This is an optimization exercise on Yosys and OpenROAD, whose aim is small area and a short achievable clock period, not a production implementation. Only simulation tests tie the RTL to the original design; equivalence was not proved. No activity file was given, so power comes from the tool's default toggle rates.

==> config.mk <==
export PLATFORM = sky130hd
export DESIGN_NAME = mips_single
export DESIGN_NICKNAME = mips_single
export VERILOG_FILES = /design/flow/design.v
export SDC_FILE = /design/flow/constraint.sdc
export NUM_CORES = 4
export LEC_CHECK = 0
export CAP_MARGIN = 20
export CORE_MARGIN = 2
export CORE_UTILIZATION = 40
export PLACE_DENSITY = 0.6
export SLEW_MARGIN = 20
==> constraint.sdc <==
create_clock -name core_clock -period 15.0 [get_ports {clk}]
set_input_delay 3.0000 -clock core_clock [delete_from_list [all_inputs] [get_ports {clk}]]
set_output_delay 3.0000 -clock core_clock [all_outputs]
set_load 0.01 [all_outputs]
==> design.v <==
module rf_2r1w( clk, we, wn, wd, rn1, rn2, rd1, rd2 );
	input clk, we;
	input [4:0] wn, rn1, rn2;
	input [31:0] wd;
	output [31:0] rd1, rd2;
	reg [31:0] r [31:1];
	always @( posedge clk ) begin
		if ( we )
			r[wn] <= wd;
	end
	reg [31:0] a1, a2;
	integer i;
	always @* begin
		a1 = 32'd0;
		a2 = 32'd0;
		for ( i = 1; i < 32; i = i + 1 ) begin
			a1 = a1 | ( r[i] & {32{rn1 == i}} );
			a2 = a2 | ( r[i] & {32{rn2 == i}} );
		end
	end
	assign rd1 = a1;
	assign rd2 = a2;
endmodule
module mips_single( clk, rst, imem_addr, imem_rdata, dmem_addr, dmem_wdata, dmem_re, dmem_we, dmem_rdata,
                    rf_we, rf_waddr, rf_wdata );
	input clk, rst;
	output [31:0] imem_addr;
	input  [31:0] imem_rdata;
	output [31:0] dmem_addr, dmem_wdata;
	output dmem_re, dmem_we;
	input  [31:0] dmem_rdata;
	output rf_we;
	output [4:0] rf_waddr;
	output [31:0] rf_wdata;
	reg  [31:2] pc;
	wire [31:2] pc4 = pc + 30'd1;
	wire        m_taken;
	reg  [31:2] m_target;
	always @( posedge clk ) begin
		if ( rst )
			pc <= 30'd0;
		else
			pc <= m_taken ? m_target : pc4;
	end
	assign imem_addr = { pc, 2'b00 };
	reg [31:0] d_ins;
	reg [31:2] d_pc4;
	reg        d_v;
	always @( posedge clk ) begin
		d_ins <= imem_rdata;
		d_pc4 <= pc4;
		d_v   <= ~rst;
	end
	wire [5:0]  op  = d_ins[31:26];
	wire [4:0]  rs  = d_ins[25:21];
	wire [4:0]  rt  = d_ins[20:16];
	wire [4:0]  rd  = d_ins[15:11];
	wire [15:0] imm = d_ins[15:0];
	wire [5:0]  fn  = d_ins[5:0];
	wire i_r   = ~( op[5] | op[3] | op[2] | op[1] );   
	wire i_lw  = op[5] & ~op[3];                       
	wire i_sw  = op[5] &  op[3];                       
	wire i_ori = op[3] & ~op[5];                       
	wire i_br  = op[2] & ~op[3];                       
	wire i_j   = op[1] & ~op[5];                       
	wire [4:0] wn   = i_r ? rd : rt;
	wire       wr   = d_v & ( i_r | i_ori | i_lw ) & ( wn != 5'd0 );
	wire c_sll = i_r & ~fn[5];
	wire c_log = ( i_r & fn[2] ) | i_ori;
	wire c_or  = fn[0] | i_ori;
	wire c_slt = i_r & fn[3];
	wire c_sub = ( i_r & fn[1] ) | i_br;
	wire c_imm = i_ori | op[5];
	wire c_ext = imm[15] & ~i_ori;
	wire k1 = d_v & i_br;
	wire k0 = d_v & ( i_j | ( i_br & op[0] ) );
	wire [31:2] b_tgt  = d_pc4 + { {14{imm[15]}}, imm };
	wire [31:2] target = i_j ? { d_pc4[31:28], d_ins[25:0] } : b_tgt;
	wire [31:0] rd1, rd2;
	reg         w_we;
	reg  [4:0]  w_n;
	reg  [31:0] w_data;
	rf_2r1w RF( .clk(clk), .we(w_we), .wn(w_n), .wd(w_data), .rn1(rs), .rn2(rt), .rd1(rd1), .rd2(rd2) );
	reg [31:0] e_a, e_b;
	reg [15:0] e_imm;
	reg        e_ext, e_sll, e_log, e_or, e_slt, e_sub, e_imsel;
	reg [31:2] e_target;
	reg [4:0]  e_wn;
	reg        e_we, e_lw, e_sw, e_k1, e_k0;
	always @( posedge clk ) begin
		e_a <= rd1;
		e_b <= rd2;
		e_imm <= imm;
		e_ext <= c_ext;
		e_sll <= c_sll;
		e_log <= c_log;
		e_or  <= c_or;
		e_slt <= c_slt;
		e_sub <= c_sub;
		e_imsel <= c_imm;
		e_target <= target;
		e_wn <= wn;
		if ( rst ) begin
			e_we <= 1'b0; e_lw <= 1'b0; e_sw <= 1'b0; e_k1 <= 1'b0; e_k0 <= 1'b0;
		end else begin
			e_we <= wr; e_lw <= d_v & i_lw; e_sw <= d_v & i_sw; e_k1 <= k1; e_k0 <= k0;
		end
	end
	wire [31:0] bop  = e_imsel ? { {16{e_ext}}, e_imm } : e_b;
	wire [31:0] sum  = e_sub ? ( e_a - bop ) : ( e_a + bop );
	wire [31:0] shl  = e_b << e_imm[10:6];
	wire [31:0] logv = e_or ? ( e_a | bop ) : ( e_a & bop );
	wire [31:0] res  = e_sll ? shl : e_log ? logv : e_slt ? { 31'd0, sum[31] } : sum;
	reg [31:0] m_alu, m_sd;
	reg [4:0]  m_wn;
	reg        m_we, m_lw, m_sw, m_k1, m_k0;
	always @( posedge clk ) begin
		m_alu <= res;
		m_sd  <= e_b;
		m_target <= e_target;
		m_wn <= e_wn;
		if ( rst ) begin
			m_we <= 1'b0; m_lw <= 1'b0; m_sw <= 1'b0; m_k1 <= 1'b0; m_k0 <= 1'b0;
		end else begin
			m_we <= e_we; m_lw <= e_lw; m_sw <= e_sw; m_k1 <= e_k1; m_k0 <= e_k0;
		end
	end
	assign dmem_addr  = m_alu;
	assign dmem_wdata = m_sd;
	assign dmem_re    = m_lw;
	assign dmem_we    = m_sw;
	wire m_zero = ( m_alu == 32'd0 );
	assign m_taken = m_k1 ? ( m_k0 ^ m_zero ) : m_k0;
	always @( posedge clk ) begin
		w_data <= m_lw ? dmem_rdata : m_alu;
		w_n <= m_wn;
		if ( rst )
			w_we <= 1'b0;
		else
			w_we <= m_we;
	end
	assign rf_we    = w_we;
	assign rf_waddr = w_n;
	assign rf_wdata = w_data;
endmodule
==> run.sh <==
#!/bin/bash
# synth_recipe.tcl (not shown) runs the flow's synth.tcl, then flattens the netlist and writes it again
# the make line also repeats each setting of config.mk as NAME=value (left out here)
make -C /OpenROAD-flow-scripts/flow DESIGN_CONFIG=/design/flow/config.mk WORK_HOME=/design/flow/orfs CLKGATE_MAP_FILE= SYNTH_SCRIPT=/design/flow/synth_recipe.tcl finish
==> impl_metrics.env, run 1 <==
export IMPL_start_util_pct=40.2
export IMPL_synth_warnings=2
export IMPL_swShare_pct=28.1
export IMPL_vdd_drop_max_mv=0.119
export IMPL_antenna_found_initial=20
export IMPL_synth_seq_cells=1353
export IMPL_drive_gt1_share_pct=12.0
export IMPL_reg2reg_setup_slack_ns=8.34
export IMPL_skew_ns=0.0356
export IMPL_drt_pass1_iterations=9
export IMPL_p_per_area_mw_per_mm2=149
export IMPL_cts_buffers=138
export IMPL_postPlaceCellArea_mm2=0.0616
export IMPL_finalNetCount=4520
export IMPL_ant_nets=0
export IMPL_critPathArrivalTime_ns=7.29
export IMPL_path_max_fanout=78
export IMPL_port_buffers=198
export IMPL_grt_use_total_pct=33.9
export IMPL_first_iter_violations=8708
export IMPL_slew_violations=0
export IMPL_slew_headroom_pct=22.8
export IMPL_setup_viol_count_final=0
export IMPL_avgSynthCellArea_um2=13.5
export IMPL_maxCapViolations=0
export IMPL_dieHeight_um=381
export IMPL_clk_pin_slew_ns=0.06
export IMPL_finalSetupTns_ns=0
export IMPL_cp_required_ns=15.63
export IMPL_seq_area_frac_synth_pct=65.3
export IMPL_grt_pass1_wl_um=343000
export IMPL_fin_worst_hold_slack_ns=0.315
export IMPL_holdPathStages=0
export IMPL_synth_distinct_cells=88
export IMPL_die_width_um=381
export IMPL_dp_hpwl_um=132000
export IMPL_htreeDepth=4
export IMPL_place_congestion=0.923
export IMPL_wl_um=255000
export IMPL_ys_top_cells_by_area="edfxtp_1 53%, dfxtp_1 13%, a22oi_1 7.5%"
export IMPL_syn_area_mm2=0.0567
export IMPL_ctsResizeCount=0
export IMPL_worstHoldPathType="flip-flop to flip-flop"
export IMPL_post_synth_top_area_fraction_pct=52.5
export IMPL_power_clock_fraction_pct=36.1
export IMPL_vias=45900
export IMPL_min_period_over_period_pct=44.4
export IMPL_synth_most_common_cell="edfxtp_1"
export IMPL_ys_top_cells_by_count="992 x edfxtp_1, 569 x a22oi_1, 361 x dfxtp_1"
export IMPL_n_fill_cell=12300
export IMPL_via_per_inst=7.15
export IMPL_io_pins=202
export IMPL_drcViolationCount=0
export IMPL_tightest_slew_ns=1.16
export IMPL_rsz0062_at_grt="false"
export IMPL_power_leakage_uw=0.0223
export IMPL_timing_fmax_ghz=0.150
export IMPL_placed_cells=6138
export IMPL_rows=138
export IMPL_end_kind="flip-flop"
export IMPL_grt_max_degree=79
export IMPL_root_buffer="clkbuf_16"
export IMPL_startpoint_type="flip-flop"
export IMPL_clkLatencyLatePin_ns=0.81
export IMPL_reg2reg_depth=18
export IMPL_yosys_area_top_type="edfxtp_1"
export IMPL_clock_sinks=1353
export IMPL_clockBufferDepth=3
export IMPL_p_int_uw=7090
export IMPL_async_flop_share_pct=0
export IMPL_synth_edf_count=992
export IMPL_outcome="complete, no violations"
export IMPL_core_mm2=0.141
export IMPL_combPwrFrac_pct=13.7
export IMPL_switchingPower_uw=2780
export IMPL_overflow=0
export IMPL_first_global_vias=42500
export IMPL_areaGrowthSynthToFinish_pct=17.0
export IMPL_seq_power_share_pct=50.3
export IMPL_wl_per_cell_um=39.7
export IMPL_synthCells=4197
export IMPL_final_cell_area_mm2=0.0664
export IMPL_cts_hold_buf=0
export IMPL_synthFlopType="edfxtp_1"
export IMPL_cts_tree="done"
export IMPL_fp_dieArea_mm2=0.145
export IMPL_final_hold_viol_count=0
export IMPL_fin_cells=6414
export IMPL_crit_type="flip-flop to flip-flop"
export IMPL_post_cts_buffers=0
export IMPL_fin_crit_ns=6.66
[metrics by stage]
| stage | worst slack [ns] | total power (µW) | utilization, % |
|---|---|---|---|
| final | 8.34 | 9860 | 47.0 |
| after global routing | 8.14 | 10100 | 47.0 |
| after CTS | 8.47 | 9820 | 47.0 |
| after detailed placement | 8.50 | 6330 | 43.7 |
| after global placement | 8.57 | 6310 | 43.7 |
| after floorplan | 9.53 | 5480 | - |
[cell type report]
class                      instances  area [µm²]  area share (%)
antenna                           19        47.5          0.0717
inverter                          46         173           0.260
clock inverter                    67         758            1.14
clock buffer                     190        3890            5.87
sequential                      1353       37000            55.8
timing repair buffer             323        2920            4.40
multi-input combinational       2526       19200            28.9
tap                             1890        2360            3.56
[worst paths after layout]
path / from / end
worst min-delay path: e_target[18]$_DFF_P_ / m_target[18]$_DFF_P_
worst max register to register: e_imsel$_DFF_P_ / m_alu[0]$_DFF_P_
worst max-delay path: e_imsel$_DFF_P_ / m_alu[0]$_DFF_P_
worst min register to register: e_target[18]$_DFF_P_ / m_target[18]$_DFF_P_
[metal layers]
| layer | up-vias | global-route usage, % | part of all wire, % |
|---|---|---|---|
| met1 | 22100 | 41.2 | 34 |
| met2 | 4741 | 49.4 | 42 |
| met5 | - | 0.298 | 0.14 |
| met3 | 1400 | 14.8 | 17 |
| met4 | 26 | 20.7 | 8.0 |
| li1 | 17600 | - | - |
[power by group through the flow]
stage | clock [µW] | sequential (µW) | combinational (µW)
6_report | 3560 | 4960 | 1350
5_1_grt | 3710 | 4990 | 1400
4_1_cts | 3570 | 4960 | 1290
3_5_place_dp | 0 | 5040 | 1290
3_3_place_gp | 0 | 5030 | 1290
2_1_floorplan | 0 | 4950 | 527
[registers in the layout (all words and copies together), names as in the netlist, 5 cells and up]
| name | cells |
|---|---|
| w_n | 5 |
| e_target | 30 |
| d_ins | 31 |
| w_data | 32 |
| e_imm | 16 |
| e_a | 32 |
| m_sd | 32 |
| m_target | 30 |
| m_alu | 32 |
| m_wn | 5 |
| RF.r | 992 |
| d_pc4 | 30 |
| e_wn | 5 |
| pc | 30 |
| e_b | 32 |
[cell usage in the layout (no fill, tap or decap), types with 64 or more instances in the layout]
master and count:
edfxtp_1 992, a22oi_1 569, dfxtp_1 350, clkdlybuf4s50_1 198
a221oi_1 173, a22o_1 171, nand3_1 160, clkbuf_16 143
nor2_1 138, buf_4 125, nand4_1 106, a21oi_1 104
nand2_1 95, nor2_4 93, o21ai_0 85, mux2i_1 81
a222oi_1 68, ha_1 64
[cell families (layout without fill, tap and decap cells)]
logic type	count (synthesis)	count (layout)	synth area share (%)
compound gates	1341	1341	18.0
other cells	1	21	0.00661
mux	156	156	3.40
fa+ha+maj	81	81	1.75
flops	1353	1353	65.3
simple gates	850	850	7.88
xor+xnor	96	96	1.48
buf+inv	319	626	2.18
[worst max-delay path, stage by stage, from the launching register on]
cell and delay, ns:
dfxtp_2 0.33, buf_4 0.64, mux2i_1 0.42, ha_1 0.26, o221ai_1 0.27, nor4_1 0.72
and3_1 0.47, nor3_1 0.08, o21ai_1 0.42, o21a_1 0.21, ha_1 0.29, a21oi_1 0.35
nor2_1 0.07, a2111o_1 0.39, nor3b_1 0.22, a2bb2oi_1 0.27, a31o_1 0.32, xnor2_1 0.55
o21ai_1 0.22
==> run 2, diff against run 1 <==
--- a/design.v
+++ b/design.v
@@ -82,7 +82,9 @@
 	reg  [31:0] w_data;
 	rf_2r1w RF( .clk(clk), .we(w_we), .wn(w_n), .wd(w_data), .rn1(rs), .rn2(rt), .rd1(rd1), .rd2(rd2) );
-	reg [31:0] e_a, e_b;
-	reg [15:0] e_imm;
-	reg        e_ext, e_sll, e_log, e_or, e_slt, e_sub, e_imsel;
+	wire [31:0] bsel = c_imm ? { {16{c_ext}}, imm } : rd2;
+	wire [31:0] bop  = bsel ^ {32{c_sub}};
+	reg [31:0] e_a, e_b, e_bop;
+	reg [4:0]  e_sh;
+	reg        e_cin, e_sll, e_or, e_arith, e_slt;
 	reg [31:2] e_target;
 	reg [4:0]  e_wn;
@@ -91,12 +93,11 @@
 		e_a <= rd1;
 		e_b <= rd2;
-		e_imm <= imm;
-		e_ext <= c_ext;
+		e_bop <= bop;
+		e_sh <= imm[10:6];
+		e_cin <= c_sub;
 		e_sll <= c_sll;
-		e_log <= c_log;
 		e_or  <= c_or;
+		e_arith <= ~( c_sll | c_log | c_slt );
 		e_slt <= c_slt;
-		e_sub <= c_sub;
-		e_imsel <= c_imm;
 		e_target <= target;
 		e_wn <= wn;
@@ -107,9 +108,10 @@
 		end
 	end
-	wire [31:0] bop  = e_imsel ? { {16{e_ext}}, e_imm } : e_b;
-	wire [31:0] sum  = e_sub ? ( e_a - bop ) : ( e_a + bop );
-	wire [31:0] shl  = e_b << e_imm[10:6];
-	wire [31:0] logv = e_or ? ( e_a | bop ) : ( e_a & bop );
-	wire [31:0] res  = e_sll ? shl : e_log ? logv : e_slt ? { 31'd0, sum[31] } : sum;
+	wire [32:0] sum33 = { e_a, 1'b1 } + { e_bop, e_cin };
+	wire [31:0] sum   = sum33[32:1];
+	wire [31:0] shl   = e_b << e_sh;
+	wire [31:0] logv  = e_or ? ( e_a | e_bop ) : ( e_a & e_bop );
+	wire [31:0] other = e_sll ? shl : e_slt ? 32'd0 : logv;
+	wire [31:0] res   = e_arith ? sum : { other[31:1], other[0] | ( e_slt & sum[31] ) };
 	reg [31:0] m_alu, m_sd;
 	reg [4:0]  m_wn;
==> impl_metrics.env, run 2 <==
export IMPL_wl_um=250000
export IMPL_rows=138
export IMPL_wl_per_cell_um=39.0
export IMPL_cts_buffers=140
export IMPL_ctsResizeCount=0
export IMPL_port_buffers=198
export IMPL_antenna_found_initial=7
export IMPL_yosys_area_top_type="edfxtp_1"
export IMPL_cp_top_family="flip-flops"
export IMPL_power_leakage_uw=0.0226
export IMPL_synth_seq_cells=1372
export IMPL_startpoint_type="flip-flop"
export IMPL_die_width_um=381
export IMPL_rsz0062_at_grt="false"
export IMPL_avgSynthCellArea_um2=13.5
export IMPL_setup_ws_ns=9.29
export IMPL_areaGrowthSynthToFinish_pct=17.2
export IMPL_critPathArrivalTime_ns=2.71
export IMPL_placed_cells=6159
export IMPL_synth_most_common_cell="edfxtp_1"
export IMPL_drive_gt1_share_pct=11.7
export IMPL_outcome="complete, no violations"
export IMPL_slew_violations=0
export IMPL_io_pins=202
export IMPL_min_from="e_target[7]$_DFF_P_"
export IMPL_final_hold_viol_count=0
export IMPL_root_buffer="clkbuf_16"
export IMPL_min_period_over_period_pct=38.1
export IMPL_multi_input_area_mm2=0.0187
export IMPL_crit_start="w_data[6]$_DFF_P_"
export IMPL_seq_area_frac_synth_pct=65.9
export IMPL_p_per_area_mw_per_mm2=149
export IMPL_rr_startpoint="d_ins[17]$_DFF_P_"
export IMPL_synth_warnings=2
export IMPL_r2r_end="e_bop[8]$_DFF_P_"
export IMPL_largest_register="RF.r"
export IMPL_synth_distinct_cells=71
export IMPL_cp_required_ns=12.00
export IMPL_crit_path_cell_trace="clkdlybuf4s50_1"
export IMPL_first_iter_violations=8656
export IMPL_htreeDepth=4
export IMPL_finalSetupTns_ns=0
export IMPL_end_kind="output port"
export IMPL_cts_tree="done"
export IMPL_tightest_slew_ns=1.23
export IMPL_overflow=0
export IMPL_first_global_vias=42600
export IMPL_maxCapViolations=0
export IMPL_ant_nets=0
export IMPL_slew_headroom_pct=17.6
export IMPL_largest_reg_flops=992
export IMPL_clk_pin_slew_ns=0.06
export IMPL_setup_viol_count_final=0
export IMPL_timing_fmax_ghz=0.175
export IMPL_worstHoldPathType="flip-flop to flip-flop"
export IMPL_fin_crit_ns=5.71
export IMPL_max_stage_delay_ns=1.03
export IMPL_layout_commonest_cell="edfxtp_1"
export IMPL_seq_area_mm2=0.0374
export IMPL_ys_top_cells_by_count="992 x edfxtp_1, 614 x a22oi_1, 380 x dfxtp_1"
export IMPL_start_util_pct=40.2
export IMPL_cts_hold_buf=0
export IMPL_final_cell_mix="992 x edfxtp_1, 614 x a22oi_1, 367 x dfxtp_1"
export IMPL_finalNetCount=4573
export IMPL_async_flop_share_pct=0
export IMPL_skew_ns=0.0330
export IMPL_vdd_drop_max_mv=0.105
export IMPL_reg2reg_depth=9
export IMPL_synthCells=4213
export IMPL_dp_hpwl_um=131000
export IMPL_clock_sinks=1372
export IMPL_path_max_fanout=32
export IMPL_grt_max_degree=68
export IMPL_fin_cells=6426
export IMPL_critPathCapture="rf_wdata[6]"
export IMPL_slowest_stage="dfxtp_1"
export IMPL_vias=45300
export IMPL_crit_type="flip-flop to output port"
export IMPL_synthFlopType="edfxtp_1"
export IMPL_drt_pass1_iterations=10
export IMPL_via_per_inst=7.05
export IMPL_place_congestion=0.942
export IMPL_core_mm2=0.141
export IMPL_grt_use_total_pct=33.5
export IMPL_n_fill_cell=12400
export IMPL_ys_top_cells_by_area="edfxtp_1 53%, dfxtp_1 13%, a22oi_1 8.1%"
export IMPL_drcViolationCount=0
export IMPL_post_cts_buffers=0
export IMPL_worst_path_buf_inv=1
export IMPL_preCtsSetupSlack_ns=10.12
export IMPL_clkLatencyLatePin_ns=0.81
export IMPL_clockBufferDepth=3
export IMPL_post_synth_top_area_fraction_pct=52.5
export IMPL_fp_dieArea_mm2=0.145
export IMPL_cp_depth=1
export IMPL_reg2reg_setup_slack_ns=10.83
export IMPL_syn_area_mm2=0.0567
export IMPL_dieHeight_um=381
export IMPL_synth_edf_count=992
export IMPL_grt_pass1_wl_um=339000
## run 2: cell types whose count changed after synthesis, sizes merged, moves of 29 or more
cell | before | now
a22o | 171 | 142
a22oi | 569 | 614
a21oi | 104 | 146
ha | 64 | 94
inv | 45 | 92
o21ai | 98 | 68
nand3 | 160 | 206
clkbuf | 236 | 207
## run 2: per-stage QoR
step                util [%]  instance area, µm²  hold WS [ns]  power (µW)
floorplan                  -               56700         0.310        5480
global placement        43.7               61700         0.310        6240
detailed placement      43.7               61700         0.312        6260
CTS                     47.1               66500         0.317        9850
global route            47.1               66500         0.329       10100
finish                  47.1               66500         0.325        9890
## run 2: area by class of cell
cell class,count,area share (%)
well taps,1890,3.56
clock buffers,196,6.09
repair buffers,323,4.39
flip-flops and latches,1372,56.2
inverters,94,0.530
multi-input cells,2480,28.1
clock inverters,58,1.08
diodes,13,0.0489
## run 2: cell families (layout without fill, tap and decap cells)
kind of cell               after synthesis  after routing  share of synthesized area (%)
buffers and inverters                  362            671                           2.47
muxes                                  138            138                           2.97
adders and majority gates               96             96                           2.14
xor gates and xnor gates               113            113                           1.74
and+or+nand+nor                        814            814                           7.23
AOI/OAI and AO/OA                     1317           1317                           17.5
DFF                                   1372           1372                           65.9
other                                    1             15                        0.00661
## run 2: how the worst min path moves through the flow
stage,end,slack [ns],depth (start not counted)
floorplan,m_target[10]$_DFF_P_,0.31,0
CTS,m_target[30]$_DFF_P_,0.32,0
detailed placement,m_target[14]$_DFF_P_,0.31,0
global route,m_target[27]$_DFF_P_,0.33,0
global placement,m_target[28]$_DFF_P_,0.31,0
finish,m_target[7]$_DFF_P_,0.33,0
## run 2: metal layers
layer / track usage (%) / up-vias / part of all wire, %
met2: 48.6 / 4527 / 41
met4: 19.7 / 14 / 7.8
met3: 16.2 / 1392 / 17
met1: 40.3 / 21900 / 34
met5: 0.331 / - / 0.063
li1: - / 17400 / -
## run 2: report_power, final
group | total (µW) | switching (µW) | internal (µW)
clock network | 3660 | 1550 | 2110
registers | 4980 | 374 | 4610
logic | 1240 | 771 | 473
total | 9890 | 2700 | 7190
==> run 3, diff against run 2 <==
==> flow/run.sh (new file) <==
#!/bin/bash
# Standard ORFS layout (the standard.sh, synthesis unchanged), with:
#  - timing repair aimed below the 15 ns clock (setup margin), so the achieved
#    period is pushed towards what the design's IO paths allow;
#  - port buffers made from buf_2 cells instead of the default choice.
# Each make step's full output is in orfs/logs; the make output is in flow_make.log.
set -euo pipefail
bash standard.sh \
  SETUP_SLACK_MARGIN=10.7 \
  "BUFFER_PORTS_ARGS=-buffer_cell sky130_fd_sc_hd__buf_2" \
  finish > flow_make.log 2>&1
==> standard.sh (new file) <==
#!/bin/bash
# synth_recipe.tcl (not shown) runs the flow's synth.tcl, then flattens the netlist and writes it again
# the make line also repeats each setting of config.mk as NAME=value (left out here)
make -C /OpenROAD-flow-scripts/flow DESIGN_CONFIG=/design/flow/config.mk WORK_HOME=/design/flow/orfs CLKGATE_MAP_FILE= SYNTH_SCRIPT=/design/flow/synth_recipe.tcl "${@:-finish}"
removed: run.sh
==> impl_metrics.env, run 3 <==
export IMPL_outcome="complete, no violations"
export IMPL_power_leakage_uw=0.0237
export IMPL_fp_dieArea_mm2=0.145
export IMPL_syn_area_mm2=0.0567
export IMPL_max_stage_delay_ns=0.35
export IMPL_slew_violations=0
export IMPL_synth_most_common_cell="edfxtp_1"
export IMPL_post_synth_top_area_fraction_pct=52.5
export IMPL_clk_pin_slew_ns=0.07
export IMPL_fin_crit_ns=4.43
export IMPL_rsz0062_at_grt="true"
export IMPL_cp_top_family="flip-flops"
export IMPL_timing_fmax_ghz=0.226
export IMPL_areaGrowthSynthToFinish_pct=19.3
export IMPL_grt_use_total_pct=34.4
export IMPL_synth_warnings=2
export IMPL_via_per_inst=7.06
export IMPL_cp_required_ns=12.00
export IMPL_synth_distinct_cells=71
export IMPL_worst_path_buf_inv=2
export IMPL_drive_gt1_share_pct=20.5
export IMPL_clock_sinks=1372
export IMPL_root_buffer="clkbuf_16"
export IMPL_cts_hold_buf=0
export IMPL_largest_register="RF.r"
export IMPL_synth_edf_count=992
export IMPL_maxCapViolations=0
export IMPL_cts_tree="done"
export IMPL_grt_pass1_wl_um=348000
export IMPL_worstHoldPathType="flip-flop to flip-flop"
export IMPL_slew_headroom_pct=9.67
export IMPL_avgSynthCellArea_um2=13.5
export IMPL_final_cell_mix="992 x edfxtp_1, 614 x a22oi_1, 276 x dfxtp_1"
export IMPL_crit_path_cell_trace="buf_12 > buf_8"
export IMPL_min_to="m_target[18]$_DFF_P_"
export IMPL_port_buffers=198
export IMPL_vdd_drop_max_mv=0.129
export IMPL_finalSetupTns_ns=0
export IMPL_die_width_um=381
export IMPL_setup_viol_count_final=0
export IMPL_core_mm2=0.141
export IMPL_preCtsSetupSlack_ns=10.58
export IMPL_synthCells=4213
export IMPL_layout_commonest_cell="edfxtp_1"
export IMPL_clkLatencyLatePin_ns=0.82
export IMPL_path_max_fanout=5
export IMPL_rows=138
export IMPL_tightest_slew_ns=1.35
export IMPL_first_iter_violations=9467
export IMPL_drt_pass1_iterations=11
export IMPL_wl_per_cell_um=39.3
export IMPL_wl_um=258000
export IMPL_ant_nets=0
export IMPL_crit_type="flip-flop to output port"
export IMPL_final_util_pct=47.9
export IMPL_place_congestion=0.929
export IMPL_skew_ns=0.0378
export IMPL_ys_top_cells_by_count="992 x edfxtp_1, 614 x a22oi_1, 380 x dfxtp_1"
export IMPL_end_kind="output port"
export IMPL_ys_top_cells_by_area="edfxtp_1 53%, dfxtp_1 13%, a22oi_1 8.1%"
export IMPL_finalNetCount=4700
export IMPL_min_from="e_target[18]$_DFF_P_"
export IMPL_dp_hpwl_um=130000
export IMPL_vias=46300
export IMPL_htreeDepth=4
export IMPL_final_hold_viol_count=0
export IMPL_drcViolationCount=0
export IMPL_overflow=0
export IMPL_critPathArrivalTime_ns=1.43
export IMPL_synth_seq_cells=1372
export IMPL_synthFlopType="edfxtp_1"
export IMPL_largest_reg_flops=992
export IMPL_fin_worst_hold_slack_ns=0.323
export IMPL_reg2reg_depth=9
export IMPL_first_global_vias=43300
export IMPL_setup_ws_ns=10.57
export IMPL_dieHeight_um=381
export IMPL_reg2reg_setup_slack_ns=10.95
export IMPL_yosys_area_top_type="edfxtp_1"
export IMPL_min_period_over_period_pct=29.6
export IMPL_io_pins=202
export IMPL_clockBufferDepth=3
export IMPL_r2r_end="e_bop[29]$_DFF_P_"
export IMPL_startpoint_type="flip-flop"
export IMPL_start_util_pct=40.2
export IMPL_slowest_stage="dfxtp_4"
export IMPL_antenna_found_initial=16
export IMPL_async_flop_share_pct=0
export IMPL_rr_startpoint="d_ins[16]$_DFF_P_"
export IMPL_cts_buffers=139
export IMPL_p_per_area_mw_per_mm2=153
export IMPL_grt_max_degree=68
export IMPL_seq_area_frac_synth_pct=65.9
export IMPL_holdPathStages=0
-- run 3: cell counts after synthesis --
No cell type changed its count.
-- run 3: report_power, final --
part | internal, µW | switching (µW)
Sequential | 4640 | 184
Clock | 2060 | 1560
Combinational | 771 | 1150
Total | 7470 | 2890
-- run 3: through the flow --
stage | total power (µW) | instance area (µm²) | instances
after CTS | 10300 | 67600 | 6539
final | 10400 | 67700 | 6552
after floorplan | 5480 | 56700 | 4214
after global routing | 10600 | 67700 | 6545
after detailed placement | 6150 | 60700 | 6158
after global placement | 6140 | 60700 | 6157
-- run 3: worst max path at each step --
| stage | startpoint | end | cells after the start |
|---|---|---|---|
| floorplan | rst | pc[10]$_SDFF_PP0_ | 3 |
| detailed placement | w_data[5]$_DFF_P_ | rf_wdata[5] | 1 |
| global placement | w_data[5]$_DFF_P_ | rf_wdata[5] | 1 |
| global route | w_data[14]$_DFF_P_ | rf_wdata[14] | 2 |
| CTS | w_data[14]$_DFF_P_ | rf_wdata[14] | 2 |
| finish | w_data[14]$_DFF_P_ | rf_wdata[14] | 2 |
-- run 3: final cells by class --
cell class | count | area (µm²)
antenna | 11 | 27.5
clock buffer | 177 | 3860
clock inverter | 77 | 852
fill | 12200 | 73500
inverter | 94 | 353
multi-input combinational | 2480 | 18700
sequential | 1372 | 37700
tap | 1890 | 2360
timing repair buffer | 451 | 3900
-- run 3: per-layer routing --
layer / wire, µm / GRT usage, % / vias up / share of wire (%)
met1: 85100 / 40.9 / 22200 / 33
met4: 20700 / 21.2 / 20 / 8.0
met5: 432 / 1.55 / - / 0.17
met3: 45200 / 16.7 / 1436 / 18
met2: 106000 / 49.8 / 4934 / 41
li1: - / - / 17700 / -
-- run 3: cell families after synthesis --
kind of cell,Yosys count,share of synthesized area (%)
buffers and inverters,362,2.47
and+or+nand+nor,814,7.23
adders and majority gates,96,2.14
xor gates and xnor gates,113,1.74
AOI/OAI and AO/OA,1317,17.5
DFF,1372,65.9
other,1,0.00661
muxes,138,2.97
-- run 3: timing repair --
item	4_1_cts	5_1_grt
buffers inserted	113	2
setup endpoints to repair	99	36
cloned	14	0
gates resized for setup	297	9

==> afterwards: timing with drivers on the ports <==
In the flow no input, the clock included, has a driving cell. The finished layouts below were timed again as built, in two steps.
Step 1: set_driving_cell puts a clkbuf_16 on clk and a buf_2 on each other input, an assumption about the parent block.
Step 2 moves the port delays by t, midway between the first and last clock arrival at a register: inputs arrive t later, outputs are due t later. That takes back most of the time a late clock gives input paths.
a / b / c = ideal ports / drivers / drivers and shift; a / b = the first two.
run	shift t [ns]	slack for setup (ns)	cell pins on the clock port's net
run 1	0.866	8.340 / 8.340 / 8.340	1
run 2	0.866	9.289 / 9.209 / 10.075	1
run 3	0.881	10.566 / 10.485 / 10.749	1
After both steps every run listed still meets setup and hold.
